Background: an optimization exercise with open tools, aiming at small area, a short achievable clock period and few clock cycles per item. Do not read the settings as production practice.
Only simulation tests tie the RTL to the original design; equivalence was not proved.

Setup of run A:
==> flow/design.v (excerpt) <==
module f32_mult (
  input logic clk, rst_n,
  input logic [31:0] a, b,
  input logic start,
  output logic done,
  output logic [31:0] p
);
Settings: LEC_CHECK=0, ABC_AREA=1, CAP_MARGIN=20, CORE_MARGIN=2, CORE_UTILIZATION=40, PLACE_DENSITY=0.75, SETUP_SLACK_MARGIN=1.8, SLEW_MARGIN=20, SYNTH_HIERARCHICAL=1, SYNTH_MINIMUM_KEEP_SIZE=0; clock period 12.0 ns.
standard.sh (not shown) runs the stock make flow with config.mk's settings and CLKGATE_MAP_FILE= SYNTH_SCRIPT=/design/flow/synth_recipe.tcl, a recipe that flattens the netlist after the stock synthesis.
==> flow/flow/run.sh <==
#!/bin/bash
# The standard layout, with the input/output port buffers made from plain
# buf cells (buffer_ports otherwise picks a slow delay cell for them).
set -euo pipefail
bash standard.sh "BUFFER_PORTS_ARGS=-buffer_cell sky130_fd_sc_hd__buf_4" finish > standard_flow.log 2>&1
Testbench counts of run A, summed over its fixed seeds: cycles 12,000, ops 12,000.
Inputs modified between run A and run B:
-- flow/flow/run.sh --
<<< run A, line 4
set -euo pipefail
bash standard.sh "BUFFER_PORTS_ARGS=-buffer_cell sky130_fd_sc_hd__buf_4" finish > standard_flow.log 2>&1
>>> run B, line 4
set -euo pipefail
bash standard.sh "BUFFER_PORTS_ARGS=-buffer_cell sky130_fd_sc_hd__buf_2" finish > standard_flow.log 2>&1
-- flow/config.mk --
<<< run A, line 12
export PLACE_DENSITY = 0.75
export SETUP_SLACK_MARGIN = 1.8
export SLEW_MARGIN = 20
>>> run B, line 12
export PLACE_DENSITY = 0.75
export SETUP_SLACK_MARGIN = 1.5
export SLEW_MARGIN = 20
Notes after the runs:
Route | run B vs run A | wire longer in run B
Changes observed in run B relative to run A: largest incremental delay on the critical path shows a reduction of 30 ps; combined buffer and inverter count along the critical path shows a reduction of 1; wire length of the first global-routing pass shows an increase of 1.9%.
Run A → run B: minimum period implied by the final worst setup slack higher; transition time at the pin with the least slew margin higher; proportion of final cell area spent on non-clock buffers lower.
On post-detailed-route via-to-cell ratio, run B tracks run A almost exactly.
--- input diff run B..run C ---
-- flow/flow/run.sh --
<<< run B, line 4
set -euo pipefail
bash standard.sh "BUFFER_PORTS_ARGS=-buffer_cell sky130_fd_sc_hd__buf_2" finish > standard_flow.log 2>&1
>>> run C, line 4
set -euo pipefail
bash standard.sh "BUFFER_PORTS_ARGS=-buffer_cell sky130_fd_sc_hd__buf_4" finish > standard_flow.log 2>&1
-- flow/config.mk --
<<< run B, line 10
export CORE_MARGIN = 2
export CORE_UTILIZATION = 40
export PLACE_DENSITY = 0.75
>>> run C, line 10
export CORE_MARGIN = 2
export CORE_UTILIZATION = 50
export PLACE_DENSITY = 0.75
==> comparison <==
Run C completed every stage of the flow, and the final layout passed the timing, DRC and antenna checks.
Status: multi-input combinational cell area parity (run B, run C)
Relative to run B, the total stage count of the critical path measured on run C has decreased by a little under 10%.
Going from run B to run C, first-iteration DRC count climbed 8.4%, fill cell instance count of the final layout moved down, setup slack moved up, upper clock frequency limit increased 0.00089 GHz.
Run B ended up with sky130_fd_sc_hd__a21oi_4 as its worst-path cell with the longest stage delay; run C ended up with sky130_fd_sc_hd__fa_1.
Global-route wire length before repair grows by a few percent when moving from run B to run C.
Compared with run B, run C shows core utilization higher by 10 points.
NOTE: average wire per cell in the routed design in run C exceeds that of run B
What run D does differently from run C at the input level:
-- flow/config.mk --
<<< run C, line 10
export CORE_MARGIN = 2
export CORE_UTILIZATION = 50
export PLACE_DENSITY = 0.75
export SETUP_SLACK_MARGIN = 1.5
export SLEW_MARGIN = 20
>>> run D, line 10
export CORE_MARGIN = 2
export CORE_UTILIZATION = 40
export PLACE_DENSITY = 0.75
export SETUP_SLACK_MARGIN = 0.8
export SLEW_MARGIN = 20
## What came out
Run D completed; timing, DRC and antenna clean. No stage failed in run C, and the final checks on the layout all came back clean. Between run C and run D, the flow reports number of fillers in the final layout increasing by more than a quarter. | cell total after placement | higher: run D |. Final-layout worst hold slack is higher on run C. Re post-synthesis area per instance: no difference whatsoever between run C and run D. Growth of design area from synthesis to finish came out lower on run D than on run C. Post-synthesis sequential element count: run D vs run C identical. Cell area reported after detailed placement was lower in the run labelled run C. Relative to run C, global-route usage has gone down in run D. Delta(headroom to the max-slew limit, run D - run C) < 0.
The following lists how run E was set up differently from run D:
-- flow/config.mk --
<<< run D, line 12
export PLACE_DENSITY = 0.75
export SETUP_SLACK_MARGIN = 0.8
export SLEW_MARGIN = 20
>>> run E, line 12
export PLACE_DENSITY = 0.75
export SETUP_SLACK_MARGIN = 1.5
export SLEW_MARGIN = 20
Results
Relative to run D, end-of-flow core utilization increased by 0.62 points in run E. The net total in the final layout reported for run E is greater than that of run D by 0.62%. Sequential share of layout area across run E and run D: no real change. Per the comparison of run E with run D, worst slew margin relative to its limit now sits higher; stage delay of the slowest cell on the critical path now sits lower; final cell count now sits higher. Run E vs run D: growth of design area from synthesis to finish up. Clock-buffer cell count: run E vs run D identical. Comparing run E and run D, the lower setup slack was measured on run D.

Another version of the RTL of f32_mult (not shown whole).
Size: roughly 3,600 cells after synthesis, roughly 33 flip-flops, roughly 100 I/O pins, ~23,000 um^2 of cells after synthesis.
Settings: LEC_CHECK=0, ABC_AREA=1, CAP_MARGIN=20, CORE_MARGIN=2, CORE_UTILIZATION=40, SETUP_SLACK_MARGIN=1.0, SLEW_MARGIN=20, SYNTH_HIERARCHICAL=1, SYNTH_MINIMUM_KEEP_SIZE=0; clock period 12.0 ns.
run.sh (not shown) runs the stock make flow with config.mk's settings and CLKGATE_MAP_FILE= SYNTH_SCRIPT=/design/flow/synth_recipe.tcl, a recipe that flattens the netlist after the stock synthesis.
Stock flow here: none of the scripts above is used.
The first run completed with no timing, DRC or antenna violations.
Testbench counts at the start, summed over its fixed seeds: cycles 12,000, ops 12,000.
==> next run, changes <==
==> flow/flow/run.sh (new file) <==
#!/bin/bash
# The standard layout, with the input/output port buffers made from plain
# buf cells (buffer_ports otherwise picks a slow delay cell for them).
set -euo pipefail
bash standard.sh "BUFFER_PORTS_ARGS=-buffer_cell sky130_fd_sc_hd__buf_1" finish > standard_flow.log 2>&1
==> flow/standard.sh (new file) <==
#!/bin/bash
# synth_recipe.tcl (not shown) runs the flow's synth.tcl, then flattens the netlist and writes it again
# the make line also repeats each setting of config.mk as NAME=value (left out here)
make -C /OpenROAD-flow-scripts/flow DESIGN_CONFIG=/design/flow/config.mk WORK_HOME=/design/flow/orfs CLKGATE_MAP_FILE= SYNTH_SCRIPT=/design/flow/synth_recipe.tcl "${@:-finish}"
SETUP_SLACK_MARGIN = 1.5   (was 1.0)
removed: flow/run.sh
What happened:
- final cell count rose slightly
- flip-flop and latch count does not change
- via count rose slightly
==> next run, changes <==
==> flow/flow/run.sh (replaced) <==
#!/bin/bash
# The standard layout, with the input/output port buffers made from plain
# buf cells (buffer_ports otherwise picks a slow delay cell for them).
set -euo pipefail
bash standard.sh "BUFFER_PORTS_ARGS=-buffer_cell sky130_fd_sc_hd__buf_4" finish > standard_flow.log 2>&1
Outcome: Utilization barely changes. Area after synthesis does not change. Worst setup slack improved by 0.14 ns. Routed wire length falls by 2.9%. Die area stays the same. Count of clock-buffer cells in the layout is unchanged.
==> next run, changes <==
SETUP_SLACK_MARGIN = 2.0   (was 1.5)
The new run completed without violations; first-iteration DRC count shrinks by about 2.1%; routed wire length goes up by about 1.1%; utilization increases by 2.2 points; setup slack improved by 0.29 ns; cell area climbs by 4.8%.

==> static timing again, ports no longer ideal <==
The flow's constraints put no driver on any port. The routed layouts listed below were extracted and timed again, unchanged, in two steps.
Step 1 sets driving cells, clkbuf_16 on the clock port and buf_2 on the other inputs (assumed; they add their load-dependent delay and slew).
Step 2, shift: input delay + t, output delay - t, t = (earliest + latest rising clock arrival at the registers) / 2. This alone moves slack from input paths to output paths.
Three values: ideal, step 1, step 2; two values: the first two.
run | t (ns) | setup slack, ns | worst setup path at the end | latest minus earliest clock arrival (ns) | cell pins on the clock port's net
run A | 0.323 | 2.073 / 2.066 / 1.744 | input to register | 0.009 / 0.009 | 1
run B | 0.319 | 1.738 / 1.750 / 1.431 | input to register | 0.008 / 0.008 | 1
run C | 0.318 | 1.830 / 1.788 / 1.470 | input to register | 0.011 / 0.011 | 1
run D | 0.323 | 1.582 / 1.592 / 1.269 | input to register | 0.008 / 0.009 | 1
run E | 0.320 | 2.011 / 2.019 / 1.699 | input to register | 0.008 / 0.008 | 1
the first run of note 2 | 0.330 | 1.149 / 1.160 / 0.831 | input to register | 0.007 / 0.007 | 1
the second run of note 2 | 0.322 | 1.697 / 1.709 / 1.387 | input to register | 0.009 / 0.008 | 1
the third run of note 2 | 0.325 | 1.836 / 1.817 / 1.492 | input to register | 0.008 / 0.008 | 1
the fourth run of note 2 | 0.326 | 2.126 / 2.124 / 1.798 | input to register | 0.008 / 0.008 | 1
After both steps setup and hold are still met in every run listed. For run C, which loses most, drivers alone change the setup slack by -0.042 ns; drivers and shift together by -0.360 ns.
